This design comes from an exercise in tuning for small area, a short achievable clock period and few clock cycles per item on the open sky130 flow, not from production work. Where RTL was checked, it was by simulation tests only, not by an equivalence proof against the original. For runs 2 to 8, only the layout was checked, not whether the RTL still works.

## flow/design.v (module list and top-level ports; edited modules follow where they fit)
// module Milestone1_convert: 293 lines
// module yt_part: 55 lines
// module pix_sum: 341 lines
// module fir_sum: 146 lines
// module csa_fa: 4 lines
// module csa_ha: 4 lines
module Milestone1_convert (
	input  logic          Clock,
	input  logic          Resetn,
	input  logic          Enable,
	input  logic   [15:0] SRAM_read_data,
	input  logic          redo,
	output logic          SRAM_we_n,
	output logic   [17:0] SRAM_address,
	output logic   [15:0] SRAM_write_data,
	output logic          Finish
);
  // ...
==> flow/flow/run.sh <==
#!/bin/bash
# Standard ORFS layout (standard.sh) with these changes in how it is made:
#  - the port buffers are buf_4 cells instead of the buffer ORFS picks
#  - clock tree: larger sink clusters, no dummy loads
#  - timing repair aims at a setup margin below the design's clock period
# The SDC, clock period and I/O constraints are the standard flow's, unchanged.
set -euo pipefail
bash standard.sh SETUP_SLACK_MARGIN=10.0 \
  "BUFFER_PORTS_ARGS=-buffer_cell sky130_fd_sc_hd__buf_4" \
  "CTS_ARGS=-sink_clustering_enable -repair_clock_nets -sink_clustering_size 36 -sink_clustering_max_diameter 70 -dont_use_dummy_load" \
  finish > orfs_make.log 2>&1
==> flow/standard.sh <==
#!/bin/bash
# synth_recipe.tcl (not shown) runs the flow's synth.tcl, then flattens the netlist and writes it again
# the make line also repeats each setting of config.mk as NAME=value (left out here)
make -C /OpenROAD-flow-scripts/flow DESIGN_CONFIG=/design/flow/config.mk WORK_HOME=/design/flow/orfs CLKGATE_MAP_FILE= SYNTH_SCRIPT=/design/flow/synth_recipe.tcl "${@:-finish}"
==> flow/config.mk <==
export PLATFORM = sky130hd
export DESIGN_NAME = Milestone1_convert
export DESIGN_NICKNAME = Milestone1_convert
export VERILOG_FILES = /design/flow/design.v
export SDC_FILE = /design/flow/constraint.sdc
export NUM_CORES = 4
export LEC_CHECK = 0
export CAP_MARGIN = 20
export CORE_MARGIN = 2
export CORE_UTILIZATION = 40
export SLEW_MARGIN = 20
export SYNTH_HIERARCHICAL = 1
==> flow/constraint.sdc <==
create_clock -name core_clock -period 14.0 [get_ports {Clock}]
set_input_delay 2.8000 -clock core_clock [delete_from_list [all_inputs] [get_ports {Clock}]]
set_output_delay 2.8000 -clock core_clock [all_outputs]
set_load 0.01 [all_outputs]
==> results_dict.tcl, run 1 <==
set metrics [dict create \
    outcome "no timing/DRC/antenna violations" \
    holdCritStartpoint "tag_b[1]$_DFF_P_" \
    clockRootBuffer "clkbuf_16" \
    nFillCells 6200 \
    drive_gt1_share_pct 9.77 \
    nFlopsAndLatches 472 \
    wl_per_cell_um 18.8 \
    synth.distinct_cells 86 \
    holdPathStages 0 \
    fin_setup_tns_ns 0 \
    synth_xor_xnor_area_share_pct 4.63 \
    grtUsageTotal_pct 17.2 \
    ys_seq_area_share_pct 42.2 \
    crit_end "Finish" \
    fin_worst_skew_ns 0.0560 \
    biggestCellCategory "multi-input combinational cells" \
    die_y_um 261 \
    worstPathArrival_ns 1.12 \
    holdCritPathClass "register to register" \
    dpl_worst_slack_ns 9.84 \
    post_cts_resize_count 4 \
    synth_area_per_cell_sq_um 11.9 \
    critPathMaxFanout 3 \
    post-cts-setup-buffer-count 0 \
    fmax_mhz 255 \
]
Testbench counts, summed over its fixed seeds: cycles 1,545,808, frames 8.
==> module Milestone1_convert, before the edit <==
module Milestone1_convert (
	input  logic          Clock,
	input  logic          Resetn,
	input  logic          Enable,
	input  logic   [15:0] SRAM_read_data,
	input  logic          redo,
	output logic          SRAM_we_n,
	output logic   [17:0] SRAM_address,
	output logic   [15:0] SRAM_write_data,
	output logic          Finish
);
localparam logic [1:0] T_NONE = 2'd0, T_Y = 2'd1, T_U = 2'd2, T_V = 2'd3;
localparam logic [1:0] K_NONE = 2'd0, K_EVEN = 2'd1, K_ODD = 2'd2, K_HOLD = 2'd3;
localparam logic [2:0] I_NONE = 3'd0, I_HI = 3'd1, I_LO = 3'd2, I_REP = 3'd3, I_PORT = 3'd4;
logic        run;           
logic [3:0]  nph;           
logic [7:0]  nk;            
logic        nlead;         
logic [15:0] y_addr;        
logic [17:0] u_addr;        
logic [17:0] rgb_addr;      
logic [1:0]  tag_a, tag_b, tag_c;    
logic [1:0]  kind_a, kind_b;         
logic        c_even, c_odd, c_hold, c_firv, c_ldv, c_ldu, c_ph2;
logic [2:0]  c_ins_u, c_ins_v;
logic [7:0]  y_lo;                  
logic [7:0]  y_sel;                 
logic [15:0] hu, hv;
logic [7:0]  su [0:5];
logic [7:0]  sv [0:5];
logic [8:0]  up_reg, vp_reg;        
logic [7:0]  b0_save;
function automatic logic [11:0] succ(input logic [3:0] p, input logic [7:0] kk);
	logic [3:0] p2;
	logic [7:0] k2;
	p2 = p + 4'd1;
	k2 = kk;
	if (p == 4'd4) begin
		if (kk == 8'd159) p2 = 4'd5;
		else begin p2 = 4'd0; k2 = kk + 8'd1; end
	end else if (p == 4'd9) begin
		p2 = 4'd0; k2 = 8'd0;
	end
	succ = {p2, k2};
endfunction
function automatic logic [5:0] ins_of(input logic [3:0] p, input logic [7:0] kk);
	logic [2:0] iu, iv;
	iu = I_NONE;
	iv = I_NONE;
	case (p)
	4'd0: begin
		if (kk == 8'd0)        iv = I_PORT;
		else if (kk <= 8'd155) iv = kk[0] ? I_LO : I_HI;
		else if (kk == 8'd159) iv = I_HI;
		else                   iv = I_REP;
	end
	4'd2: begin
		if (kk == 8'd0)        iu = I_PORT;
		else if (kk <= 8'd155) iu = kk[0] ? I_LO : I_HI;
		else if (kk == 8'd159) iu = I_HI;
		else                   iu = I_REP;
		if (kk == 8'd159)      iv = I_REP;
	end
	4'd3: if (kk == 8'd159) begin iu = I_REP; iv = I_REP; end
	4'd4: if (kk == 8'd159) begin iu = I_REP; iv = I_LO; end
	4'd5: iu = I_LO;
	4'd6: iv = I_HI;
	4'd7: begin iu = I_HI; iv = I_LO; end
	4'd8: iu = I_LO;
	default: ;
	endcase
	ins_of = {iu, iv};
endfunction
logic [3:0] nph2;
logic [7:0] nk2;
assign {nph2, nk2} = succ(nph, nk);
logic nlead2;
assign nlead2 = nlead & ~(nph == 4'd9);
logic rd_y, rd_u, rd_v;
always_comb begin
	rd_y = 1'b0; rd_u = 1'b0; rd_v = 1'b0;
	case (nph)
	4'd3: begin
		if (nk <= 8'd153) begin
			if (nk[0]) rd_u = 1'b1;
			else       rd_v = (nk <= 8'd152);
		end else if (nk == 8'd155 || nk == 8'd159) rd_v = 1'b1;
		else if (nk == 8'd156) rd_u = 1'b1;
	end
	4'd4: begin
		if (nk == 8'd159) rd_u = 1'b1;
		else              rd_y = ~nlead;
	end
	4'd8: rd_v = 1'b1;
	4'd9: rd_y = 1'b1;
	4'd0: rd_u = (nk == 8'd0);
	default: ;
	endcase
end
logic wr;    
assign wr = (kind_b != K_NONE);
always_ff @(posedge Clock) begin
	SRAM_we_n <= ~(run && wr);
end
always_ff @(posedge Clock or negedge Resetn) begin
	if (!Resetn) begin
		run       <= 1'b0;
		Finish    <= 1'b0;
	end else begin
		if (run) begin
			if (nph == 4'd7 && y_addr == 16'd38400) begin
				run    <= 1'b0;
				Finish <= 1'b1;
			end
		end else if (Finish) begin
			if (redo) Finish <= 1'b0;
		end else if (Enable) begin
			run <= 1'b1;
		end
	end
end
logic [17:0] v_addr;
assign v_addr = {u_addr[17:8] + 10'd75, u_addr[7:0]};    
always_ff @(posedge Clock) begin
	tag_b  <= tag_a;
	tag_c  <= tag_b;
	kind_b <= kind_a;
	if (!run) begin
		nph      <= 4'd4;
		nk       <= 8'd155;
		nlead    <= 1'b1;
		y_addr   <= 16'd0;
		u_addr   <= 18'd38400;
		rgb_addr <= 18'd146944;
		SRAM_address <= 18'd57600;
		tag_a    <= (Enable && !Finish) ? T_V : T_NONE;
		kind_a   <= K_NONE;
		kind_b   <= K_NONE;
		c_even <= 1'b0; c_odd <= 1'b0; c_hold <= 1'b0; c_firv <= 1'b0;
		c_ldv  <= 1'b0; c_ldu <= 1'b0; c_ph2  <= 1'b0;
		c_ins_u <= I_NONE; c_ins_v <= I_NONE;
	end else begin
		nph   <= nph2;
		nk    <= nk2;
		nlead <= nlead2;
		c_even <= (nph == 4'd2);
		c_odd  <= (nph == 4'd3);
		c_hold <= (nph == 4'd4);
		c_firv <= (nph == 4'd4) || (nph == 4'd9);
		c_ldv  <= (nph == 4'd1);
		c_ldu  <= (nph == 4'd2);
		c_ph2  <= (nph == 4'd2);
		{c_ins_u, c_ins_v} <= ins_of(nph, nk);
		kind_a <= K_NONE;
		if (!nlead) begin
			if (c_even)      kind_a <= K_EVEN;
			else if (c_odd)  kind_a <= K_ODD;
			else if (c_hold) kind_a <= K_HOLD;
		end
		tag_a <= T_NONE;
		if (rd_y) begin
			SRAM_address <= {2'd0, y_addr};
			y_addr <= y_addr + 16'd1;
			tag_a  <= T_Y;
		end
		if (rd_u) begin
			SRAM_address <= u_addr;
			u_addr <= u_addr + 18'd1;
			tag_a  <= T_U;
		end
		if (rd_v) begin
			SRAM_address <= v_addr;
			tag_a  <= T_V;
		end
		if (wr) begin
			SRAM_address <= rgb_addr;
			rgb_addr <= rgb_addr + 18'd1;
		end
	end
end
always_ff @(posedge Clock) begin
	if (tag_c == T_Y) y_lo <= SRAM_read_data[7:0];
	if (tag_c == T_U) hu   <= SRAM_read_data;
	if (tag_c == T_V) hv   <= SRAM_read_data;
	if (tag_c == T_Y)  y_sel <= SRAM_read_data[15:8];
	else if (c_ph2)    y_sel <= y_lo;
end
function automatic logic [7:0] ins_val(input logic [2:0] sel, input logic [15:0] h,
                                       input logic [7:0] last, input logic [7:0] port);
	case (sel)
	I_HI:    ins_val = h[15:8];
	I_LO:    ins_val = h[7:0];
	I_PORT:  ins_val = port;
	default: ins_val = last;
	endcase
endfunction
always_ff @(posedge Clock) begin
	if (c_ins_u != I_NONE) begin
		su[0] <= su[1]; su[1] <= su[2]; su[2] <= su[3];
		su[3] <= su[4]; su[4] <= su[5];
		su[5] <= ins_val(c_ins_u, hu, su[5], SRAM_read_data[15:8]);
	end
	if (c_ins_v != I_NONE) begin
		sv[0] <= sv[1]; sv[1] <= sv[2]; sv[2] <= sv[3];
		sv[3] <= sv[4]; sv[4] <= sv[5];
		sv[5] <= ins_val(c_ins_v, hv, sv[5], SRAM_read_data[15:8]);
	end
end
logic [7:0]  ta, tb, tc, td, te, tf;
assign ta = c_firv ? sv[0] : su[0];
assign tb = c_firv ? sv[1] : su[1];
assign tc = c_firv ? sv[2] : su[2];
assign td = c_firv ? sv[3] : su[3];
assign te = c_firv ? sv[4] : su[4];
assign tf = c_firv ? sv[5] : su[5];
logic [8:0]  t_af, t_be, t_cd;
assign t_af = {1'b0, ta} + {1'b0, tf};
assign t_be = {1'b0, tb} + {1'b0, te};
assign t_cd = {1'b0, tc} + {1'b0, td};
logic [8:0]  f_p1, f_np2, f_p3, f_np3;
always_ff @(posedge Clock) begin
	f_p1  <= t_af;
	f_np2 <= ~t_be;
	f_p3  <= t_cd;
	f_np3 <= ~t_cd;
end
logic [8:0] fm_h, g_h;
logic       fm_c, g_c;
fir_sum u_fir (.p1(f_p1), .np2(f_np2), .p3(f_p3), .np3(f_np3), .hi(fm_h), .c(fm_c));
always_ff @(posedge Clock) begin
	g_h <= fm_h;
	g_c <= fm_c;
end
logic [8:0] fw;
assign fw = g_h + {8'd0, g_c};
always_ff @(posedge Clock) begin
	if (c_ldv) vp_reg <= fw;
	if (c_ldu) up_reg <= fw;
end
logic [8:0]  su9, sv9;
assign su9 = c_even ? {su[2][7], ~su[2][7], su[2][6:0]} : up_reg;
assign sv9 = c_even ? {sv[1][7], ~sv[1][7], sv[1][6:0]} : vp_reg;
logic [13:0] yl_m;
logic        yc_m;
logic [10:0] yh_m;
yt_part u_yt (.y(y_sel), .lo(yl_m), .c(yc_m), .hi(yh_m));
logic [13:0] p_ytl;
logic        p_ytc;
logic [10:0] p_yth;
logic [8:0]  p_u, p_v;
logic [10:0] p_u3, p_v3;
always_ff @(posedge Clock) begin
	p_ytl <= yl_m;
	p_ytc <= yc_m;
	p_yth <= yh_m;
	p_u   <= su9;
	p_u3  <= {2'd0, su9} + {1'b0, su9, 1'b0};
	p_v   <= sv9;
	p_v3  <= {2'd0, sv9} + {1'b0, sv9, 1'b0};
end
logic [10:0] q_ra, q_rb, q_ga, q_gb, q_ba, q_bb;
logic        q_rc, q_gc, q_bc;
logic [10:0] m_ra, m_rb, m_ga, m_gb, m_ba, m_bb;
logic        m_rc, m_gc, m_bc;
pix_sum u_pix (.ytl(p_ytl), .ytc(p_ytc), .yth(p_yth),
	.pu(p_u), .pu3(p_u3), .pv(p_v), .pv3(p_v3),
	.ra(m_ra), .rb(m_rb), .rc(m_rc), .ga(m_ga), .gb(m_gb), .gc(m_gc),
	.ba(m_ba), .bb(m_bb), .bc(m_bc));
always_ff @(posedge Clock) begin
	q_ra <= m_ra; q_rb <= m_rb; q_rc <= m_rc;
	q_ga <= m_ga; q_gb <= m_gb; q_gc <= m_gc;
	q_ba <= m_ba; q_bb <= m_bb; q_bc <= m_bc;
end
function automatic logic [7:0] clip(input logic [10:0] s);
	clip = s[10] ? 8'd0 : (|s[9:8]) ? 8'd255 : s[7:0];
endfunction
logic [10:0] s_r, s_g, s_b;
assign s_r = q_ra + q_rb + {10'd0, q_rc};
assign s_g = q_ga + q_gb + {10'd0, q_gc};
assign s_b = q_ba + q_bb + {10'd0, q_bc};
logic [7:0] r8, g8, b8;
assign r8 = clip(s_r);
assign g8 = clip(s_g);
assign b8 = clip(s_b);
always_ff @(posedge Clock) begin
	case (kind_b)
	K_EVEN:  SRAM_write_data <= {r8, g8};
	K_ODD:   SRAM_write_data <= {b0_save, r8};
	default: SRAM_write_data <= {g8, b8};
	endcase
	if (kind_b == K_EVEN) b0_save <= b8;
end
endmodule
==> run 2: changes to the inputs <==
--- a/flow/design.v
+++ b/flow/design.v
@@ -106,3 +106,3 @@
 logic [15:0] y_addr;        
-logic [17:0] u_addr;        
+logic [15:0] u_addr;        
 logic [17:0] rgb_addr;      
@@ -208,4 +208,11 @@
 end
-logic [17:0] v_addr;
-assign v_addr = {u_addr[17:8] + 10'd75, u_addr[7:0]};    
+logic [17:0] v_addr, a_sel, a_inc;
+assign v_addr = {1'b0, u_addr[15:8] + 9'd75, u_addr[7:0]};    
+always_comb begin
+	a_sel = rgb_addr;
+	if (rd_y) a_sel = {2'd0, y_addr};
+	if (rd_u) a_sel = {2'd0, u_addr};
+	if (rd_v) a_sel = v_addr;
+end
+assign a_inc = a_sel + 18'd1;
 always_ff @(posedge Clock) begin
@@ -219,3 +226,3 @@
 		y_addr   <= 16'd0;
-		u_addr   <= 18'd38400;
+		u_addr   <= 16'd38400;
 		rgb_addr <= 18'd146944;
@@ -247,20 +254,9 @@
 		tag_a <= T_NONE;
-		if (rd_y) begin
-			SRAM_address <= {2'd0, y_addr};
-			y_addr <= y_addr + 16'd1;
-			tag_a  <= T_Y;
-		end
-		if (rd_u) begin
-			SRAM_address <= u_addr;
-			u_addr <= u_addr + 18'd1;
-			tag_a  <= T_U;
-		end
-		if (rd_v) begin
-			SRAM_address <= v_addr;
-			tag_a  <= T_V;
-		end
-		if (wr) begin
-			SRAM_address <= rgb_addr;
-			rgb_addr <= rgb_addr + 18'd1;
-		end
+		if (rd_y) tag_a <= T_Y;
+		if (rd_u) tag_a <= T_U;
+		if (rd_v) tag_a <= T_V;
+		SRAM_address <= a_sel;
+		if (rd_y) y_addr   <= a_inc[15:0];
+		if (rd_u) u_addr   <= a_inc[15:0];
+		if (wr)   rgb_addr <= a_inc;
 	end
==> run 2 against run 1 <==
Net effect:
- sequential share of layout area hardly changed
- critical path depth stayed put
- final area is 0.38% lower
- die area is 0.37% lower
- largest cell class unchanged
- still clean on timing, DRC and antenna
- wire length is 2.8% higher
- fmax hardly changed
- worst setup slack better by 0.0027 ns
- global-route usage is 0.37 points higher
- worst hold slack worse by 0.0032 ns
- cell count is 0.49% higher
==> results_dict.tcl, run 2 <==
set metrics [dict create \
    outcome "no timing/DRC/antenna violations" \
    die_x_um 261 \
    syn_to_final_growth_pct 6.57 \
    drt-total-wl_mm 59.2 \
    cts.sinks 470 \
    viasPerCell 5.27 \
    critPathBufInv 1 \
    crit_path_start_kind "register" \
    cap_violations 0 \
    hold_violations 0 \
    grt_pass1_wl_mm 93.9 \
    grt_pass1_vias 17001 \
    holdCritPathClass "register to register" \
    final_nets 2663 \
    grt_setup_unrepaired "true" \
    ys_seq_area_share_pct 42.2 \
    synth_top_area_share_pct 22.6 \
    max_stage_delay_ns 0.39 \
    cp.required_ns 11.20 \
    clock_latency_ns 0.60 \
    ys_seq_elements 470 \
    critPathMaxFanout 2 \
    numCtsBuffers 28 \
    wl_per_cell_um 19.2 \
    grt_max_degree 52 \
    clockRootBuffer "clkbuf_16" \
    finalCriticalPeriod_ns 3.92 \
    place_congestion 0.876 \
    dieArea_sq_um 68000 \
    post-route-period-util_pct 28.0 \
    io_buffers 55 \
    layout_commonest_cell "dfxtp_1" \
    placed_cells 3044 \
    antenna_found_initial 0 \
    synth_top_area_cell "dfxtp_1" \
    final_cell_mix "294 x dfxtp_1, 211 x ha_1, 208 x fa_1" \
    grt_use_met3_pct 2.91 \
    yosysWarnings 9 \
    fmax_mhz 255 \
    nFillCells 6026 \
    use_met1_pct 23.0 \
    slew_viol_final 0 \
    grtUsageTotal_pct 17.5 \
    met2_usage_pct 29.8 \
    post-route-drc-count 0 \
    worstSetupEndpointType "primary output" \
    coreArea_sq_um 65500 \
    fin_setup_tns_ns 0 \
    dp_hpwl_mm 46.0 \
    htree_num_levels 1 \
    worst_slew_pin_slew_ns 0.992 \
    syn-cell-area_sq_um 26400 \
    synth_commonest_cells "298 x dfxtp_1, 217 x ha_1, 209 x fa_1" \
    start_util_pct 40.2 \
    fin_util_pct 42.9 \
    critPathKind "register to primary output" \
    rows 94 \
    drtIter0Drc 998 \
    worstPathArrival_ns 1.12 \
    grt-busiest-layer "met2" \
    synth_enable_flop_cells 170 \
    synth_area_leaders "dfxtp_1 23%, edfxtp_1 19%, fa_1 16%" \
    overflow 0 \
    synthMostInstantiatedCell "dfxtp_1" \
    setup_viol_count_final 0 \
    drt.antenna.violating_nets 0 \
    final_cells 3079 \
    postLayoutCellArea_sq_um 28100 \
    crit_slowest_cell "dfrtp_1" \
    clockBufferDepth 3 \
    timing.slew.headroom_pct 33.8 \
    cts_tree "done" \
    synth_nets 2685 \
    die_y_um 261 \
    n_antenna_cell 0 \
    synth_cells 2239 \
    synth.distinct_cells 101 \
    dpl_cell_area_sq_um 27200 \
    async_reset_ff_share_pct 0.426 \
    io_pins 56 \
    firstDrtPassIters 5 \
    reg_top3 "su: 48 flops, sv: 48 flops" \
    cp_cell_sequence "buf_4" \
    drive_gt1_share_pct 10.5 \
    fin_worst_skew_ns 0.0466 \
    synth_area_per_cell_sq_um 11.8 \
    vias 16214 \
    critPathTopFamily "flip-flops" \
    synth_flop_cell "dfxtp_1" \
    clk_pin_slew_ns 0.08 \
]
## run 2: layer usage
metal / vias to the layer above / wire length, um
met2: 358 / 28200
li1: 7738 / -
met4: 0 / 1670
met1: 8020 / 26500
met5: - / 0
met3: 98 / 2900
## run 2: path summary, 6_finish.rpt
path	slack [ns]	to	cells past startpoint	start
max	10.08	Finish	1	Finish$_DFFE_PN0P_
min	0.33	tag_c[0]$_DFF_P_	0	tag_b[0]$_DFF_P_
max reg2reg	10.10	g_h[6]$_DFF_P_	11	f_p1[6]$_DFF_P_
min reg2reg	0.33	tag_c[0]$_DFF_P_	0	tag_b[0]$_DFF_P_
max in group asynchronous	11.94	Finish$_DFFE_PN0P_	1	Resetn
min in group asynchronous	1.98	Finish$_DFFE_PN0P_	1	Resetn
## run 2: modules after synthesis (local to each module, per instance)
module              times used  cells  flops+latches
fir_sum                      1     53              0
Milestone1_convert           1   1627            470
pix_sum                      1    202              0
csa_ha                      57      1              0
csa_fa                     196      1              0
yt_part                      1    104              0
## run 2: layout make-up
cell class	count	area [sq um]	area share [%]
Tap cell	864	1080	3.85
Inverter	146	548	1.95
Multi-Input combinational cell	1499	14100	50.1
Sequential cell	470	11100	39.6
Clock buffer	28	701	2.49
Timing Repair Buffer	72	557	1.98
## run 2: per-stage QoR
step,worst slack [ns],hold WS [ns]
final,10.08,0.331
after global routing,9.94,0.340
after CTS,10.03,0.335
after detailed placement,9.57,0.314
after global placement,9.62,0.313
after floorplan,10.08,0.310
## run 2: what timing repair did
action | in CTS | in global routing
buffers inserted | 3 | 4
setup endpoints to repair | 22 | 14
pin swaps | 3 | 11
hold endpoints to repair | 0 | 0
resized for setup | 12 | 18
hold buffers | 0 | 0
## run 2: kinds of logic after synthesis
family | after synthesis | synth area share (%)
flops | 470 | 42.2
simple gates | 448 | 8.50
compound gates | 434 | 11.2
fa+ha+maj | 426 | 26.2
buf+inv | 270 | 4.91
xor+xnor | 106 | 3.52
mux | 85 | 3.54
==> run 3: changes to the inputs <==
--- a/flow/config.mk
+++ b/flow/config.mk
@@ -10,2 +10,3 @@
 export CORE_UTILIZATION = 40
+export GPL_TIMING_DRIVEN = 1
 export SLEW_MARGIN = 20
==> run 3 against run 2 <==
Net effect:
- still clean
- utilization stayed put
- worst setup slack stayed put
- critical path depth stayed put
- critical path type unchanged
- highest routed layer unchanged
==> results_dict.tcl, run 3 <==
set metrics [dict create \
    outcome "no timing/DRC/antenna violations" \
    grt_setup_unrepaired "true" \
    clockRootBuffer "clkbuf_16" \
    place_congestion 0.876 \
    postLayoutCellArea_sq_um 28100 \
    holdPathStages 0 \
    met2_usage_pct 29.8 \
    fin_worst_skew_ns 0.0466 \
    worstSetupEndpointType "primary output" \
    timing.slew.headroom_pct 33.8 \
    firstDrtPassIters 5 \
    die_x_um 261 \
    syn-cell-area_sq_um 26400 \
    whs_endpoint "tag_c[0]$_DFF_P_" \
    slew_viol_final 0 \
    worst_slew_pin_slew_ns 0.992 \
    fin_setup_tns_ns 0 \
    crit_slowest_cell "dfrtp_1" \
    dpl_cell_area_sq_um 27200 \
    synth_area_per_cell_sq_um 11.8 \
    dp_hpwl_mm 46.0 \
    cts.sinks 470 \
    synth_enable_flop_cells 170 \
    vias 16214 \
    grt_max_degree 52 \
    finalCriticalPeriod_ns 3.92 \
    syn_to_final_growth_pct 6.57 \
    ctsHoldBuffers 0 \
    synthMostInstantiatedCell "dfxtp_1" \
    ys_seq_area_share_pct 42.2 \
    clk_pin_slew_ns 0.08 \
    grt_pass1_wl_mm 93.9 \
    fmax_mhz 255 \
    synth_cells 2239 \
    grt_use_met3_pct 2.91 \
    htree_num_levels 1 \
    fin_util_pct 42.9 \
    synth_flop_cell "dfxtp_1" \
    synth_commonest_cells "298 x dfxtp_1, 217 x ha_1, 209 x fa_1" \
    die_y_um 261 \
    dieArea_sq_um 68000 \
    r2r_end "g_h[6]$_DFF_P_" \
    synth_top_area_share_pct 22.6 \
    final_cell_mix "294 x dfxtp_1, 211 x ha_1, 208 x fa_1" \
    clock_latency_ns 0.60 \
    r2r_slack_ns 10.10 \
    crit_path_start_kind "register" \
    io_buffers 55 \
    critPathKind "register to primary output" \
    cp.required_ns 11.20 \
    n_antenna_cell 0 \
    hold_violations 0 \
    cp_cell_sequence "buf_4" \
    async_reset_ff_share_pct 0.426 \
    coreArea_sq_um 65500 \
    drt.antenna.violating_nets 0 \
    post-route-drc-count 0 \
    critPathTopFamily "flip-flops" \
    drt-total-wl_mm 59.2 \
    setup_viol_count_final 0 \
    holdCritStartpoint "tag_b[0]$_DFF_P_" \
    grt-busiest-layer "met2" \
    holdCritPathClass "register to register" \
    r2r-start "f_p1[6]$_DFF_P_" \
    critPathBufInv 1 \
    final_nets 2663 \
    drtIter0Drc 998 \
    cap_violations 0 \
    cts_tree "done" \
    layout_commonest_cell "dfxtp_1" \
    start_util_pct 40.2 \
    numCtsBuffers 28 \
    reg2reg_depth 11 \
    use_met1_pct 23.0 \
    ys_seq_elements 470 \
    yosysWarnings 9 \
    drive_gt1_share_pct 10.5 \
    post-route-period-util_pct 28.0 \
    max_stage_delay_ns 0.39 \
    antenna_found_initial 0 \
    clockBufferDepth 3 \
    cp.depth 1 \
    synth_top_area_cell "dfxtp_1" \
    reg_top3 "su: 48 flops, sv: 48 flops" \
    io_pins 56 \
    critPathMaxFanout 2 \
    synth_area_leaders "dfxtp_1 23%, edfxtp_1 19%, fa_1 16%" \
    grt_pass1_vias 17001 \
    synth.distinct_cells 101 \
    grtUsageTotal_pct 17.5 \
    rows 94 \
    overflow 0 \
    worstPathArrival_ns 1.12 \
    critPathLaunch "Finish$_DFFE_PN0P_" \
    wl_per_cell_um 19.2 \
    viasPerCell 5.27 \
    synth_nets 2685 \
]
-- run 3: cell counts after synthesis --
No cell type changed its count.
-- run 3: repair_timing --
item                                    4_1_cts  5_1_grt
pin swaps                                     3       11
gates resized for setup                      12       18
buffers inserted                              3        4
endpoints found under the setup margin       22       14
-- run 3: cell families after synthesis --
family | count (synthesis) | share of synthesized area [%]
flip-flops | 470 | 42.2
AND/OR/NAND/NOR | 448 | 8.50
AO/OA/AOI/OAI | 434 | 11.2
adder cells (fa/ha/maj) | 426 | 26.2
buffers and inverters | 270 | 4.91
XOR/XNOR | 106 | 3.52
multiplexers | 85 | 3.54
-- run 3: area by class of cell --
cell class	count	area [sq um]
clock buffers	28	701
well taps	864	1080
repair buffers	72	557
multi-input cells	1499	14100
inverters	146	548
flip-flops and latches	470	11100
fillers	6026	37400
-- run 3: through the flow --
step / hold WS [ns] / setup slack [ns] / std cells
after floorplan: 0.310 / 10.08 / 2239
after global placement: 0.313 / 9.62 / 3044
after detailed placement: 0.314 / 9.57 / 3044
after CTS: 0.335 / 10.03 / 3075
after global routing: 0.340 / 9.94 / 3079
final: 0.331 / 10.08 / 3079
-- run 3: per-layer routing --
metal,up-vias,wire [um]
li1,7738,-
met5,-,0
met4,0,1670
met1,8020,26500
met2,358,28200
met3,98,2900
-- run 3: worst max-delay path by stage --
stage	slack (ns)	to
after floorplan	10.08	g_h[8]$_DFF_P_
after global placement	9.62	rgb_addr[14]$_SDFFE_PN0N_
after detailed placement	9.57	rgb_addr[14]$_SDFFE_PN0N_
after CTS	10.03	u_addr[14]$_SDFFE_PN0P_
after global routing	9.94	g_h[8]$_DFF_P_
final	10.08	Finish
-- run 3: per-module statistics from Yosys (local to each module, per instance) --
module	copies in the design	area [sq um]
csa_ha	57	12.5
yt_part	1	816
Milestone1_convert	1	18900
pix_sum	1	1500
fir_sum	1	469
csa_fa	196	20.0
==> run 4: changes to the inputs <==
--- a/flow/flow/run.sh
+++ b/flow/flow/run.sh
@@ -9,3 +9,3 @@
   "BUFFER_PORTS_ARGS=-buffer_cell sky130_fd_sc_hd__buf_4" \
-  "CTS_ARGS=-sink_clustering_enable -repair_clock_nets -sink_clustering_size 36 -sink_clustering_max_diameter 70 -dont_use_dummy_load" \
+  "CTS_ARGS=-sink_clustering_enable -repair_clock_nets -sink_clustering_size 36 -sink_clustering_max_diameter 70 -dont_use_dummy_load -wire_unit 40" \
   finish > orfs_make.log 2>&1
--- a/flow/config.mk
+++ b/flow/config.mk
@@ -10,3 +10,2 @@
 export CORE_UTILIZATION = 40
-export GPL_TIMING_DRIVEN = 1
 export SLEW_MARGIN = 20
==> run 4 against run 3 <==
Net effect:
- still clean on timing, DRC and antenna
- non-clock buffer count unchanged
- first-iteration DRC count unchanged
- flip-flop and latch count did not move
- cell count is the same
- clock skew stayed put
- global-route usage unchanged
- worst hold slack unchanged
- sequential share of layout area stayed put
==> results_dict.tcl, run 4 <==
set metrics [dict create \
    outcome "no timing/DRC/antenna violations" \
    drt.antenna.violating_nets 0 \
    antenna_found_initial 0 \
    use_met1_pct 23.0 \
    synth_cells 2239 \
    worstPathArrival_ns 1.12 \
    post-route-drc-count 0 \
    grt_use_met3_pct 2.91 \
    ys_seq_area_share_pct 42.2 \
    reg2reg_depth 11 \
    grtUsageTotal_pct 17.5 \
    synth.distinct_cells 101 \
    htree_num_levels 1 \
    drtIter0Drc 998 \
    timing.slew.headroom_pct 33.8 \
    dp_hpwl_mm 46.0 \
    io_buffers 55 \
    synthMostInstantiatedCell "dfxtp_1" \
    ys_seq_elements 470 \
    final_nets 2663 \
    firstDrtPassIters 5 \
    grt-busiest-layer "met2" \
    fmax_mhz 255 \
    grt_pass1_vias 17001 \
    wl_per_cell_um 19.2 \
    r2r_slack_ns 10.10 \
    dieArea_sq_um 68000 \
    met2_usage_pct 29.8 \
    syn_to_final_growth_pct 6.57 \
    cp.depth 1 \
    drt-total-wl_mm 59.2 \
    rows 94 \
    post-route-period-util_pct 28.0 \
    place_congestion 0.876 \
    async_reset_ff_share_pct 0.426 \
    critPathMaxFanout 2 \
    n_antenna_cell 0 \
    synth_nets 2685 \
    cp_cell_sequence "buf_4" \
    holdWs_ns 0.331 \
    max_stage_delay_ns 0.39 \
    clk_pin_slew_ns 0.08 \
    ctsHoldBuffers 0 \
    start_util_pct 40.2 \
    crit_path_start_kind "register" \
    critPathKind "register to primary output" \
    overflow 0 \
    yosysWarnings 9 \
    grt_pass1_wl_mm 93.9 \
    final_cell_mix "294 x dfxtp_1, 211 x ha_1, 208 x fa_1" \
    crit_slowest_cell "dfrtp_1" \
    synth_top_area_share_pct 22.6 \
    clockBufferDepth 3 \
    fin_worst_skew_ns 0.0466 \
    synth_area_leaders "dfxtp_1 23%, edfxtp_1 19%, fa_1 16%" \
    grt_max_degree 52 \
    clockRootBuffer "clkbuf_16" \
    cap_violations 0 \
    viasPerCell 5.27 \
    cts.sinks 470 \
    layout_commonest_cell "dfxtp_1" \
    finalCriticalPeriod_ns 3.92 \
    die_x_um 261 \
    numCtsBuffers 28 \
    slew_viol_final 0 \
    hold_violations 0 \
    synth_flop_cell "dfxtp_1" \
    syn-cell-area_sq_um 26400 \
    io_pins 56 \
    worstSetupEndpointType "primary output" \
    grt_setup_unrepaired "true" \
    die_y_um 261 \
    fin_setup_tns_ns 0 \
    setup_viol_count_final 0 \
    worst_slew_pin_slew_ns 0.992 \
    synth_enable_flop_cells 170 \
    coreArea_sq_um 65500 \
    cts_tree "done" \
    crit_end "Finish" \
    vias 16214 \
    reg_top3 "su: 48 flops, sv: 48 flops" \
    synth_top_area_cell "dfxtp_1" \
    synth_area_per_cell_sq_um 11.8 \
    r2r_end "g_h[6]$_DFF_P_" \
    critPathLaunch "Finish$_DFFE_PN0P_" \
    critPathBufInv 1 \
    drive_gt1_share_pct 10.5 \
    synth_commonest_cells "298 x dfxtp_1, 217 x ha_1, 209 x fa_1" \
    holdCritPathClass "register to register" \
    cp.required_ns 11.20 \
    critPathTopFamily "flip-flops" \
    clock_latency_ns 0.60 \
    r2r-start "f_p1[6]$_DFF_P_" \
]
run 4: cell counts in the layout (fill, tap and decap cells not counted):
Identical to the previous run, type by type.
run 4: layout make-up:
| class | count | area [sq um] |
|---|---|---|
| clock buffer | 28 | 701 |
| fill | 6026 | 37400 |
| inverter | 146 | 548 |
| multi-input combinational | 1499 | 14100 |
| sequential | 470 | 11100 |
| tap | 864 | 1080 |
| timing repair buffer | 72 | 557 |
run 4: worst min-delay path by stage:
| stage | startpoint | end | slack [ns] | cells after the start |
|---|---|---|---|---|
| floorplan | tag_a[0]$_DFF_P_ | tag_b[0]$_DFF_P_ | 0.31 | 0 |
| global placement | tag_b[0]$_DFF_P_ | tag_c[0]$_DFF_P_ | 0.31 | 0 |
| detailed placement | tag_b[0]$_DFF_P_ | tag_c[0]$_DFF_P_ | 0.31 | 0 |
| CTS | tag_b[0]$_DFF_P_ | tag_c[0]$_DFF_P_ | 0.33 | 0 |
| global route | tag_b[0]$_DFF_P_ | tag_c[0]$_DFF_P_ | 0.34 | 0 |
| finish | tag_b[0]$_DFF_P_ | tag_c[0]$_DFF_P_ | 0.33 | 0 |
run 4: what timing repair did:
item	4_1_cts	5_1_grt
pin swaps	3	11
setup buffers	3	4
setup endpoints to repair	22	14
gates resized for setup	12	18
run 4: modules after synthesis, one instance, submodules excluded:
module              flip-flops and latches  cells
Milestone1_convert                     470   1627
pix_sum                                  0    202
yt_part                                  0    104
fir_sum                                  0     53
csa_fa                                   0      1
csa_ha                                   0      1
run 4: routing by layer:
layer,share of wire (%),vias up
met5,0,-
met4,2.8,0
met3,4.9,98
met2,48,358
met1,45,8020
li1,-,7738
run 4: kinds of logic after synthesis:
kind of cell               count (synthesis)  share of synthesized area, %
muxes                                     85                          3.54
DFF                                      470                          42.2
and+or+nand+nor                          448                          8.50
buffers and inverters                    270                          4.91
AOI/OAI and AO/OA                        434                          11.2
adders and majority gates                426                          26.2
xor gates and xnor gates                 106                          3.52
run 4: metrics by stage:
stage	instances	util, %	cell area [sq um]	setup slack, ns
after detailed placement	3044	41.5	27200	9.57
after floorplan	2239	-	26400	10.08
after global routing	3079	42.9	28100	9.94
final	3079	42.9	28100	10.08
after global placement	3044	41.5	27200	9.62
after CTS	3075	42.7	28000	10.03
==> run 5: changes to the inputs <==
==> flow/flow/run.sh (replaced) <==
#!/bin/bash
# Standard ORFS layout (standard.sh) with two changes in how it is made:
#  - the port buffers are buf_4 cells instead of the buffer ORFS picks
#  - timing repair aims at a setup margin below the design's clock period
# The SDC, clock period and I/O constraints are the standard flow's, unchanged.
set -euo pipefail
bash standard.sh SETUP_SLACK_MARGIN=10.0 "BUFFER_PORTS_ARGS=-buffer_cell sky130_fd_sc_hd__buf_4" finish > orfs_make.log 2>&1
--- a/flow/config.mk
+++ b/flow/config.mk
@@ -10,2 +10,4 @@
 export CORE_UTILIZATION = 40
+export CTS_CLUSTER_DIAMETER = 60
+export CTS_CLUSTER_SIZE = 24
 export SLEW_MARGIN = 20
==> run 5 against run 4 <==
Net effect:
- clock-buffer cell count up 12
- worst setup slack gained 0.014 ns
- largest cell class unchanged
- flip-flop and latch count unchanged
- highest routed layer unchanged
- still clean
- global-route usage increased by 0.24 points
- wire length up 0.71%
- via count rose by 0.62%
- sequential share of layout area decreased by 0.96 points
- non-clock buffer count did not move
==> results_dict.tcl, run 5 <==
set metrics [dict create \
    wl_per_cell_um 19.1 \
    overflow 0 \
    clock_latency_ns 0.59 \
    cap_violations 0 \
    io_buffers 55 \
    critPathTopFamily "flip-flops" \
    timing.slew.headroom_pct 32.7 \
    start_util_pct 40.2 \
    synthMostInstantiatedCell "dfxtp_1" \
    drt.antenna.violating_nets 0 \
    max_stage_delay_ns 0.39 \
    hold_violations 0 \
    setup_viol_count_final 0 \
    dpl_cell_area_sq_um 27200 \
    fin_worst_skew_ns 0.0380 \
    synth_enable_flop_cells 170 \
    rows 94 \
    grtUsageTotal_pct 17.8 \
    synth_cells 2239 \
    ctsHoldBuffers 0 \
    syn-cell-area_sq_um 26400 \
    async_reset_ff_share_pct 0.426 \
    holdCritPathClass "register to register" \
    synth_area_leaders "dfxtp_1 23%, edfxtp_1 19%, fa_1 16%" \
    worstPathArrival_ns 1.10 \
    layout_commonest_cell "dfxtp_1" \
    synth_top_area_cell "dfxtp_1" \
    vias 16315 \
    worstSetupEndpointType "primary output" \
    ys_seq_elements 470 \
    ys_seq_area_share_pct 42.2 \
    slew_viol_final 0 \
    final_cell_mix "294 x dfxtp_1, 211 x ha_1, 208 x fa_1" \
    synth_nets 2685 \
    fin_setup_tns_ns 0 \
    dp_hpwl_mm 46.0 \
    die_y_um 261 \
    holdWs_ns 0.331 \
    n_antenna_cell 0 \
    post-route-drc-count 0 \
    worst_slew_pin_slew_ns 1.01 \
    antenna_found_initial 0 \
    nFillCells 5945 \
    coreArea_sq_um 65500 \
    post-route-period-util_pct 27.9 \
    synth_top_area_share_pct 22.6 \
    critPathMaxFanout 2 \
    clk_pin_slew_ns 0.08 \
    synth_commonest_cells "298 x dfxtp_1, 217 x ha_1, 209 x fa_1" \
    ff_latch_area_sq_um 11100 \
    cp_cell_sequence "buf_4" \
    critPathKind "register to primary output" \
    numCtsBuffers 38 \
    drive_gt1_share_pct 12.1 \
    cts_tree "done" \
    yosysWarnings 9 \
    fmax_mhz 256 \
    dieArea_sq_um 68000 \
    place_congestion 0.876 \
    grt_pass1_vias 17209 \
    cts.sinks 470 \
    postLayoutCellArea_sq_um 28800 \
    clockBufferDepth 3 \
    drtIter0Drc 1033 \
    multiInputGateArea_sq_um 14100 \
    clockRootBuffer "clkbuf_16" \
    cp.required_ns 11.20 \
    reg_top3 "su: 48 flops, sv: 48 flops" \
    drt-total-wl_mm 59.6 \
    die_x_um 261 \
    htree_num_levels 2 \
    finalCriticalPeriod_ns 3.90 \
    critPathBufInv 1 \
    io_pins 56 \
    viasPerCell 5.23 \
    synth_area_per_cell_sq_um 11.8 \
    crit_path_start_kind "register" \
    grt_pass1_wl_mm 94.7 \
    synth.distinct_cells 101 \
    final_nets 2673 \
    crit_slowest_cell "dfrtp_1" \
    synth_flop_cell "dfxtp_1" \
    outcome "no timing/DRC/antenna violations" \
    grt_max_degree 52 \
    firstDrtPassIters 5 \
    grt_setup_unrepaired "true" \
    syn_to_final_growth_pct 9.21 \
]
## run 5: metal layers
metal	routed length (um)	global-route usage, %	vias to the layer above	share of wire [%]
li1	-	-	7799	-
met1	26600	23.0	8047	45
met2	28400	30.0	365	48
met3	2910	3.49	104	4.9
met4	1740	5.52	0	2.9
met5	0	0	-	0
## run 5: area by class of cell
type / instances / share of cell area, %
well taps: 864 / 3.75
repair buffers: 72 / 1.93
clock buffers: 40 / 3.40
multi-input cells: 1499 / 48.9
clock inverters: 30 / 1.45
flip-flops and latches: 470 / 38.7
inverters: 146 / 1.90
## run 5: worst register-to-register path: stages, from the launching register on
cell and delay, ns:
dfxtp_4 0.36, ha_4 0.23, fa_1 0.56, fa_1 0.44
fa_1 0.51, fa_1 0.46, ha_4 0.20, fa_2 0.39
a211oi_2 0.27, o21ai_1 0.09, a31oi_1 0.17, xnor2_1 0.13
## run 5: logic make-up after synthesis
group | after synthesis | share of synthesized area, %
AO/OA/AOI/OAI | 434 | 11.2
XOR/XNOR | 106 | 3.52
adder cells (fa/ha/maj) | 426 | 26.2
buffers and inverters | 270 | 4.91
flip-flops | 470 | 42.2
multiplexers | 85 | 3.54
AND/OR/NAND/NOR | 448 | 8.50
## run 5: final timing paths
path,slack (ns),from,endpoint,depth (start not counted)
setup reg to reg,10.14,f_p1[6]$_DFF_P_,g_h[8]$_DFF_P_,11
hold reg to reg,0.33,tag_b[0]$_DFF_P_,tag_c[0]$_DFF_P_,0
min in group asynchronous,1.99,Resetn,Finish$_DFFE_PN0P_,1
setup / recovery,10.10,Finish$_DFFE_PN0P_,Finish,1
max in group asynchronous,11.92,Resetn,Finish$_DFFE_PN0P_,1
hold / removal,0.33,tag_b[0]$_DFF_P_,tag_c[0]$_DFF_P_,0
## run 5: what timing repair did
action | CTS | global route
setup endpoints to repair | 24 | 14
pin swaps | 2 | 13
resized for setup | 11 | 19
buffers inserted | 3 | 4
## run 5: stage by stage
step           std cells  worst slack (ns)  utilization [%]
2_1_floorplan       2239             10.08                -
3_3_place_gp        3044              9.62             41.5
3_5_place_dp        3044              9.57             41.5
4_1_cts             3117             10.02             43.7
5_1_grt             3121              9.98             43.9
6_report            3121             10.10             43.9
## run 5: Yosys stat by module, one instance, submodules excluded
| module | area (sq um) | cells inside | copies in the design |
|---|---|---|---|
| Milestone1_convert | 18900 | 1627 | 1 |
| csa_fa | 20.0 | 1 | 196 |
| csa_ha | 12.5 | 1 | 57 |
| fir_sum | 469 | 53 | 1 |
| pix_sum | 1500 | 202 | 1 |
| yt_part | 816 | 104 | 1 |
==> run 6: changes to the inputs <==
--- a/flow/config.mk
+++ b/flow/config.mk
@@ -10,4 +10,4 @@
 export CORE_UTILIZATION = 40
-export CTS_CLUSTER_DIAMETER = 60
-export CTS_CLUSTER_SIZE = 24
+export CTS_CLUSTER_DIAMETER = 70
+export CTS_CLUSTER_SIZE = 44
 export SLEW_MARGIN = 20
==> run 6 against run 5 <==
Net effect:
- synthesized cell count stayed put
- utilization is 0.48 points lower
- non-clock buffer count stayed put
- first-iteration DRC count is 9.3% higher
- critical path type unchanged
- largest cell class unchanged
==> results_dict.tcl, run 6 <==
set metrics [dict create \
    outcome "no timing/DRC/antenna violations" \
    worstPathArrival_ns 1.13 \
    synth_area_per_cell_sq_um 11.8 \
    cts_tree "done" \
    hold_violations 0 \
    clockBufferDepth 3 \
    holdWs_ns 0.334 \
    finalCriticalPeriod_ns 3.93 \
    drtIter0Drc 1129 \
    critPathKind "register to primary output" \
    vias 16215 \
    synth.distinct_cells 101 \
    dpl_worst_slack_ns 9.57 \
    ys_seq_elements 470 \
    overflow 0 \
    layout_commonest_cell "dfxtp_1" \
    grt_pass1_vias 17029 \
    crit_slowest_cell "dfrtp_1" \
    synth_flop_cell "dfxtp_1" \
    antenna_found_initial 0 \
    dp_hpwl_mm 46.0 \
    place_congestion 0.876 \
    clk_pin_slew_ns 0.10 \
    cp_cell_sequence "buf_4" \
    fmax_mhz 254 \
    setup_ws_ns 10.07 \
    ys_seq_area_share_pct 42.2 \
    final_nets 2663 \
    holdCritPathClass "register to register" \
    drt.antenna.violating_nets 0 \
    critPathTopFamily "flip-flops" \
    fin_worst_skew_ns 0.0198 \
    post-route-drc-count 0 \
    ctsHoldBuffers 0 \
    drive_gt1_share_pct 11.4 \
    async_reset_ff_share_pct 0.426 \
    start_util_pct 40.2 \
    synth_commonest_cells "298 x dfxtp_1, 217 x ha_1, 209 x fa_1" \
    firstDrtPassIters 5 \
    synth_area_leaders "dfxtp_1 23%, edfxtp_1 19%, fa_1 16%" \
    placed_cells 3044 \
    crit_path_start_kind "register" \
    fin_setup_tns_ns 0 \
    synth_cells 2239 \
    dieArea_sq_um 68000 \
    drt-total-wl_mm 59.3 \
    io_pins 56 \
    synth_top_area_share_pct 22.6 \
    htree_num_levels 1 \
    coreArea_sq_um 65500 \
    rows 94 \
    final_cells 3103 \
    post-route-period-util_pct 28.1 \
    worstSetupEndpointType "primary output" \
    synthMostInstantiatedCell "dfxtp_1" \
    cp.required_ns 11.20 \
    n_antenna_cell 0 \
    slew_viol_final 0 \
    syn-cell-area_sq_um 26400 \
    cts.sinks 470 \
    setup_viol_count_final 0 \
    cap_violations 0 \
    wl_per_cell_um 19.1 \
    worst_slew_pin_slew_ns 0.994 \
    viasPerCell 5.23 \
    die_x_um 261 \
    yosysWarnings 9 \
    die_y_um 261 \
    synth_top_area_cell "dfxtp_1" \
    io_buffers 55 \
    timing.slew.headroom_pct 33.7 \
    max_stage_delay_ns 0.39 \
    final_cell_mix "294 x dfxtp_1, 211 x ha_1, 208 x fa_1" \
    critPathMaxFanout 2 \
    synth_nets 2685 \
    grt_setup_unrepaired "true" \
    synth_enable_flop_cells 170 \
    clock_latency_ns 0.61 \
    syn_to_final_growth_pct 8.01 \
    clockRootBuffer "clkbuf_16" \
    numCtsBuffers 28 \
    critPathBufInv 1 \
    grt_pass1_wl_mm 94.1 \
    r2r_slack_ns 10.11 \
    reg_top3 "su: 48 flops, sv: 48 flops" \
    grt_max_degree 52 \
    grtUsageTotal_pct 17.6 \
]
==> run 6: changes by cell type in the layout (fill, tap and decap cells not counted), sizes merged <==
cell and delta:
clkinvlp -2, clkbuf -11, bufinv +1, inv -5, clkinv -1
==> run 6: metrics by stage <==
| step | utilization (%) | area, sq um |
|---|---|---|
| 2_1_floorplan | - | 26400 |
| 3_3_place_gp | 41.5 | 27200 |
| 3_5_place_dp | 41.5 | 27200 |
| 4_1_cts | 43.3 | 28300 |
| 5_1_grt | 43.5 | 28500 |
| 6_report | 43.5 | 28500 |
==> run 6: path summary, 6_finish.rpt <==
check	cells past startpoint	startpoint	end
max	1	Finish$_DFFE_PN0P_	Finish
min	0	tag_b[0]$_DFF_P_	tag_c[0]$_DFF_P_
max reg2reg	11	f_p1[6]$_DFF_P_	g_h[6]$_DFF_P_
min reg2reg	0	tag_b[0]$_DFF_P_	tag_c[0]$_DFF_P_
max in group asynchronous	1	Resetn	Finish$_DFFE_PN0P_
min in group asynchronous	1	Resetn	Finish$_DFFE_PN0P_
==> run 6: logic make-up (layout without fill, tap and decap cells) <==
group	count (synthesis)	count (layout)	synth area share, %
muxes	85	85	3.54
AOI/OAI and AO/OA	434	434	11.2
DFF	470	470	42.2
adders and majority gates	426	426	26.2
buffers and inverters	270	270	4.91
xor gates and xnor gates	106	106	3.52
and+or+nand+nor	448	448	8.50
==> run 6: metal layers <==
| metal | global-route usage, % | up-vias | share of wire (%) | wire length [um] |
|---|---|---|---|---|
| li1 | - | 7768 | - | - |
| met1 | 23.1 | 8054 | 45 | 26700 |
| met2 | 29.9 | 310 | 48 | 28400 |
| met3 | 2.95 | 83 | 4.5 | 2700 |
| met4 | 4.78 | 0 | 2.4 | 1440 |
| met5 | 0 | - | 0 | 0 |
==> run 6: what timing repair did <==
item                                    CTS  global route
setup buffers                             3             4
pin swaps                                 2            12
endpoints found under the setup margin   21            16
gates resized for setup                  10            20
==> run 6: per-module statistics from Yosys (local to each module, per instance) <==
module              cells  times used
Milestone1_convert   1627           1
pix_sum               202           1
yt_part               104           1
fir_sum                53           1
csa_fa                  1         196
csa_ha                  1          57
==> run 6: cell type report <==
type / count / area [sq um]
fillers: 5990 / 37000
multi-input cells: 1499 / 14100
flip-flops and latches: 470 / 11100
well taps: 864 / 1080
clock buffers: 29 / 726
repair buffers: 72 / 557
inverters: 146 / 548
clock inverters: 23 / 354
==> run 7: changes to the inputs <==
--- a/flow/flow/run.sh
+++ b/flow/flow/run.sh
@@ -6,2 +6,2 @@
 set -euo pipefail
-bash standard.sh SETUP_SLACK_MARGIN=10.0 "BUFFER_PORTS_ARGS=-buffer_cell sky130_fd_sc_hd__buf_4" finish > orfs_make.log 2>&1
+bash standard.sh SETUP_SLACK_MARGIN=10.3 "BUFFER_PORTS_ARGS=-buffer_cell sky130_fd_sc_hd__buf_4" finish > orfs_make.log 2>&1
--- a/flow/config.mk
+++ b/flow/config.mk
@@ -11,3 +11,3 @@
 export CTS_CLUSTER_DIAMETER = 70
-export CTS_CLUSTER_SIZE = 44
+export CTS_CLUSTER_SIZE = 36
 export SLEW_MARGIN = 20
==> run 7 against run 6 <==
Net effect:
- clock-buffer cell count grew 4
- fmax rose by 0.26%
- wire length rose by 1.4%
- global-route usage is 0.21 points higher
- sequential share of layout area shrank 0.69 points
- critical endpoint unchanged
- clock skew increased by 0.021 ns
- cell count increased by 1.0%
- worst hold slack improved by 0.0041 ns
- critical path depth is the same
==> results_dict.tcl, run 7 <==
set metrics [dict create \
    synth_top_area_cell "dfxtp_1" \
    multiInputGateArea_sq_um 14100 \
    io_buffers 55 \
    cp.required_ns 11.20 \
    ff_latch_area_sq_um 11200 \
    layout_commonest_cell "dfxtp_1" \
    grt_pass1_vias 17247 \
    finalCriticalPeriod_ns 3.92 \
    worstSetupEndpointType "primary output" \
    wl_per_cell_um 19.2 \
    drt-total-wl_mm 60.1 \
    final_cells 3135 \
    firstDrtPassIters 5 \
    clockBufferDepth 3 \
    cp_cell_sequence "buf_6" \
    grt_pass1_wl_mm 95.1 \
    ctsHoldBuffers 0 \
    whs_endpoint "tag_c[0]$_DFF_P_" \
    hold_violations 0 \
    setup_viol_count_final 0 \
    rows 94 \
    io_pins 56 \
    clock_latency_ns 0.63 \
    worst_slew_pin_slew_ns 1.01 \
    holdCritStartpoint "tag_b[0]$_DFF_P_" \
    clk_pin_slew_ns 0.11 \
    synth_enable_flop_cells 170 \
    max_stage_delay_ns 0.40 \
    holdPathStages 0 \
    grtUsageTotal_pct 17.8 \
    n_antenna_cell 0 \
    crit_slowest_cell "dfrtp_1" \
    outcome "no timing/DRC/antenna violations" \
    slew_viol_final 0 \
    cap_violations 0 \
    r2r_end "g_h[8]$_DFF_P_" \
    synth_commonest_cells "298 x dfxtp_1, 217 x ha_1, 209 x fa_1" \
    met2_usage_pct 31.2 \
    holdWs_ns 0.338 \
    critPathKind "register to primary output" \
    r2r-start "f_p1[6]$_DFF_P_" \
    syn-cell-area_sq_um 26400 \
    synth_top_area_share_pct 22.6 \
    use_met1_pct 23.6 \
    fin_setup_tns_ns 0 \
    r2r_slack_ns 10.18 \
    worstPathArrival_ns 1.12 \
    cts.sinks 470 \
    synthMostInstantiatedCell "dfxtp_1" \
    ys_seq_elements 470 \
    final_cell_mix "255 x dfxtp_1, 210 x ha_1, 208 x fa_1" \
    final_nets 2693 \
    post-route-period-util_pct 28.0 \
    fin_util_pct 44.4 \
    place_congestion 0.883 \
    coreArea_sq_um 65500 \
    holdCritPathClass "register to register" \
    critPathBufInv 1 \
    synth_cells 2239 \
    reg_top3 "su: 48 flops, sv: 48 flops" \
    grt_use_met3_pct 2.27 \
    grt_setup_unrepaired "true" \
    timing.slew.headroom_pct 32.7 \
    crit_path_start_kind "register" \
    syn_to_final_growth_pct 10.4 \
    dp_hpwl_mm 46.1 \
    numCtsBuffers 30 \
    post-route-drc-count 0 \
    start_util_pct 40.2 \
    die_x_um 261 \
    grt_max_degree 50 \
    htree_num_levels 1 \
    die_y_um 261 \
    reg2reg_depth 11 \
    critPathMaxFanout 2 \
    synth_area_leaders "dfxtp_1 23%, edfxtp_1 19%, fa_1 16%" \
    viasPerCell 5.26 \
    cts_tree "done" \
    vias 16477 \
    async_reset_ff_share_pct 0.426 \
    antenna_found_initial 0 \
    drive_gt1_share_pct 14.5 \
    nFillCells 5959 \
    synth.distinct_cells 101 \
    placed_cells 3047 \
    drt.antenna.violating_nets 0 \
    ys_seq_area_share_pct 42.2 \
    drtIter0Drc 1012 \
    grt-busiest-layer "met2" \
    overflow 0 \
    fin_worst_skew_ns 0.0406 \
    clockRootBuffer "clkbuf_16" \
    synth_area_per_cell_sq_um 11.8 \
    synth_nets 2685 \
    dieArea_sq_um 68000 \
    fmax_mhz 255 \
    yosysWarnings 9 \
    synth_flop_cell "dfxtp_1" \
    critPathTopFamily "flip-flops" \
]
-- run 7: worst max-delay path by stage --
stage	startpoint	to	slack, ns	cells past startpoint
2_1_floorplan	f_p1[6]$_DFF_P_	g_h[8]$_DFF_P_	10.29	11
3_3_place_gp	nph[0]$_SDFF_PN0_	rgb_addr[14]$_SDFFE_PN0N_	9.79	14
3_5_place_dp	nph[0]$_SDFF_PN0_	rgb_addr[14]$_SDFFE_PN0N_	9.65	14
4_1_cts	Finish$_DFFE_PN0P_	Finish	10.04	1
5_1_grt	Finish$_DFFE_PN0P_	Finish	10.02	1
6_report	Finish$_DFFE_PN0P_	Finish	10.08	1
-- run 7: metrics by stage --
step / worst slack, ns / instance area (sq um)
floorplan: 10.29 / 26400
global route: 10.02 / 29100
global placement: 9.79 / 27200
CTS: 10.04 / 28800
finish: 10.08 / 29100
detailed placement: 9.65 / 27200
-- run 7: layout make-up --
cell class	instances	share of cell area (%)
tap	864	3.71
timing repair buffer	99	3.11
sequential	470	38.4
clock inverter	23	1.53
clock buffer	33	2.76
multi-input combinational	1500	48.6
inverter	146	1.90
-- run 7: routing by layer --
| layer | part of all wire (%) | vias up |
|---|---|---|
| met2 | 50 | 324 |
| li1 | - | 7834 |
| met1 | 45 | 8255 |
| met4 | 1.7 | 0 |
| met3 | 3.9 | 64 |
| met5 | 0 | - |
-- run 7: Yosys stat by module, one instance, submodules excluded --
module,copies in the design,cells
Milestone1_convert,1,1627
csa_fa,196,1
csa_ha,57,1
fir_sum,1,53
pix_sum,1,202
yt_part,1,104
-- run 7: kinds of logic after synthesis --
kind of cell | Yosys count | share of synthesized area [%]
adders and majority gates | 426 | 26.2
AOI/OAI and AO/OA | 434 | 11.2
buffers and inverters | 270 | 4.91
xor gates and xnor gates | 106 | 3.52
and+or+nand+nor | 448 | 8.50
DFF | 470 | 42.2
muxes | 85 | 3.54
-- run 7: timing repair --
item                                    CTS  global route
endpoints found under the setup margin   84            85
gates cloned                              0             1
pin swaps                                 5            11
setup buffers                            14            17
resized for setup                        82            33
==> run 8: changes to the inputs <==
==> flow/run.sh (new file) <==
#!/bin/bash
# synth_recipe.tcl (not shown) runs the flow's synth.tcl, then flattens the netlist and writes it again
# the make line also repeats each setting of config.mk as NAME=value (left out here)
make -C /OpenROAD-flow-scripts/flow DESIGN_CONFIG=/design/flow/config.mk WORK_HOME=/design/flow/orfs CLKGATE_MAP_FILE= SYNTH_SCRIPT=/design/flow/synth_recipe.tcl finish
--- a/flow/config.mk
+++ b/flow/config.mk
@@ -12,2 +12,3 @@
 export CTS_CLUSTER_SIZE = 36
+export SETUP_SLACK_MARGIN = 5
 export SLEW_MARGIN = 20
removed: flow/flow/run.sh
removed: flow/standard.sh
==> run 8 against run 7 <==
Net effect:
- fmax down 15%
- clock-buffer cell count down 5
- synthesized cell count unchanged
- critical path type is now register to register
- via count down 1.1%
- worst setup slack worse by 0.70 ns
==> results_dict.tcl, run 8 <==
set metrics [dict create \
    fin_worst_skew_ns 0.0256 \
    grt_setup_unrepaired "false" \
    holdCritPathClass "register to register" \
    wl_per_cell_um 19.0 \
    grt_max_degree 50 \
    start_util_pct 40.2 \
    crit_path_start_kind "register" \
    synth_area_per_cell_sq_um 11.8 \
    synth_xor_xnor_area_share_pct 3.52 \
    grt_pass1_wl_mm 93.9 \
    async_reset_ff_share_pct 0.426 \
    cts.sinks 470 \
    htree_num_levels 1 \
    layout_commonest_cell "dfxtp_1" \
    grt_pass1_vias 16916 \
    rows 94 \
    synth_cells 2239 \
    reg_top3 "su: 48 flops, sv: 48 flops" \
    synth_enable_flop_cells 170 \
    fin_util_pct 43.4 \
    worstPathArrival_ns 5.13 \
    fin_setup_tns_ns 0 \
    firstDrtPassIters 7 \
    io_pins 56 \
    io_buffers 55 \
    worst_slew_pin_slew_ns 1.12 \
    numCtsBuffers 27 \
    critPathKind "register to register" \
    clockRootBuffer "clkbuf_16" \
    synth_area_leaders "dfxtp_1 23%, edfxtp_1 19%, fa_1 16%" \
    dieArea_sq_um 68000 \
    yosysWarnings 9 \
    ys_seq_elements 470 \
    post-cts-setup-buffer-count 0 \
    synth_fa_ha_area_share_pct 26.2 \
    antenna_found_initial 0 \
    drtIter0Drc 1139 \
    final_nets 2656 \
    worstSetupEndpointType "register" \
    synth_flop_cell "dfxtp_1" \
    final_cell_mix "297 x dfxtp_1, 217 x ha_1, 209 x fa_1" \
    synth.distinct_cells 101 \
    finalCriticalPeriod_ns 4.63 \
    post-route-drc-count 0 \
    die_y_um 261 \
    fmax_mhz 216 \
    cap_violations 0 \
    synthMuxAreaShare_pct 3.54 \
    outcome "no timing/DRC/antenna violations" \
    hold_violations 0 \
    synth_commonest_cells "298 x dfxtp_1, 217 x ha_1, 209 x fa_1" \
    overflow 0 \
    drt-total-wl_mm 58.8 \
    synth-simple-area-share_pct 8.50 \
    die_x_um 261 \
    dp_hpwl_mm 46.1 \
    cp_cell_sequence "inv_1 > ha_1 > or2_2 > a21o_1 > a21oi_1 > nand3_1 > o32a_4 > a211oi_4 > nand4b_4 > nor3b_1 > a311o_1" \
    grtUsageTotal_pct 17.5 \
    synth_top_family_by_area "adder cells" \
    ys_seq_area_share_pct 42.2 \
    synthMostInstantiatedCell "dfxtp_1" \
    clockBufferDepth 3 \
    cts_tree "done" \
    clock_latency_ns 0.60 \
    synth_top_area_share_pct 22.6 \
    post-route-period-util_pct 33.1 \
    drt.antenna.violating_nets 0 \
    place_congestion 0.899 \
    syn_to_final_growth_pct 7.76 \
    critPathMaxFanout 13 \
    max_stage_delay_ns 0.85 \
    timing.slew.headroom_pct 25.4 \
    ctsHoldBuffers 0 \
    clk_pin_slew_ns 0.11 \
    post_cts_resize_count 0 \
    n_antenna_cell 0 \
    syn-cell-area_sq_um 26400 \
    setup_ws_ns 9.37 \
    dpl_worst_slack_ns 9.50 \
    synth_nets 2685 \
    vias 16298 \
    slew_viol_final 0 \
    synth_top_area_cell "dfxtp_1" \
    crit_slowest_cell "a21oi_1" \
    coreArea_sq_um 65500 \
    cp.required_ns 14.50 \
    viasPerCell 5.27 \
    drive_gt1_share_pct 7.89 \
    setup_viol_count_final 0 \
    synth_compound_area_share_pct 11.2 \
]
run 8: cell counts after synthesis:
Identical to the previous run, type by type.
run 8: stage by stage:
step	cell area (sq um)	std cells	hold slack [ns]
2_1_floorplan	26400	2239	0.310
3_3_place_gp	27300	3045	0.311
3_5_place_dp	27300	3045	0.315
4_1_cts	28400	3095	0.342
5_1_grt	28400	3095	0.346
6_report	28400	3095	0.339
run 8: cell type report:
| cell class | instances | area (sq um) |
|---|---|---|
| clock inverter | 22 | 364 |
| inverter | 146 | 548 |
| fill | 5956 | 37100 |
| clock buffer | 28 | 701 |
| multi-input combinational | 1499 | 14000 |
| sequential | 470 | 11100 |
| timing repair buffer | 66 | 633 |
| tap | 864 | 1080 |
run 8: per-module statistics from Yosys (local to each module, per instance):
module	cells	copies in the design	flops+latches
pix_sum	202	1	0
csa_ha	1	57	0
fir_sum	53	1	0
csa_fa	1	196	0
Milestone1_convert	1627	1	470
yt_part	104	1	0
run 8: per-layer routing:
layer | up-vias | track usage (%) | share of wire (%)
li1 | 7759 | - | -
met1 | 8103 | 23.6 | 46
met2 | 350 | 30.0 | 48
met3 | 86 | 1.81 | 3.7
met4 | 0 | 4.30 | 2.5
met5 | - | 0 | 0
run 8: logic make-up after synthesis:
group / after synthesis
simple gates: 448
compound gates: 434
fa+ha+maj: 426
mux: 85
flops: 470
buf+inv: 270
xor+xnor: 106
run 8: path summary, 6_finish.rpt:
check	start	end	cells after the start	slack, ns
setup / recovery	nk[0]$_SDFFE_PN1P_	rgb_addr[14]$_SDFFE_PN0N_	11	9.37
hold / removal	tag_a[0]$_DFF_P_	tag_b[0]$_DFF_P_	0	0.34
setup reg to reg	nk[0]$_SDFFE_PN1P_	rgb_addr[14]$_SDFFE_PN0N_	11	9.37
hold reg to reg	tag_a[0]$_DFF_P_	tag_b[0]$_DFF_P_	0	0.34
max in group asynchronous	Resetn	Finish$_DFFE_PN0P_	1	11.53
min in group asynchronous	Resetn	run$_DFF_PN0_	1	2.35
run 8: critical path: cells and delay by family (launching register included):
family	cells	cell delay [ns]
AO/OA/AOI/OAI	5	2.34
adder cells (fa/ha/maj)	1	0.22
buffers and inverters	1	0.13
flip-flops	1	0.48
AND/OR/NAND/NOR	4	1.34

[what the ideal ports hide]
How much do the figures lean on ideal ports? The routed layouts below were timed once more, with nothing changed but the port constraints.
Step 1 assumes that a clkbuf_16 drives the clock port and a buf_2 every other input.
Step 2 adds t to the input delays and takes it off the output delays; t is the mean of the earliest and latest rising clock arrival at the registers after step 1. Input paths then give back, and output paths get back, about the clock's delay inside the block.
Slacks: no drivers / after step 1 / after step 2; pairs: no drivers / after step 1.
run | t, ns | setup WS [ns] | cell pins on the clock port's net
run 1 | 0.593 | 10.080 / 10.021 / 10.123 | 1
run 2 | 0.636 | 10.083 / 10.027 / 10.096 | 1
run 3 | 0.636 | 10.083 / 10.027 / 10.096 | 1
run 4 | 0.636 | 10.083 / 10.027 / 10.096 | 1
run 5 | 0.630 | 10.097 / 10.038 / 10.140 | 1
run 6 | 0.653 | 10.066 / 10.011 / 10.112 | 1
run 7 | 0.664 | 10.076 / 10.020 / 10.181 | 1
run 8 | 0.648 | 9.372 / 9.372 / 9.372 | 1
After both steps every run listed still meets setup and hold.
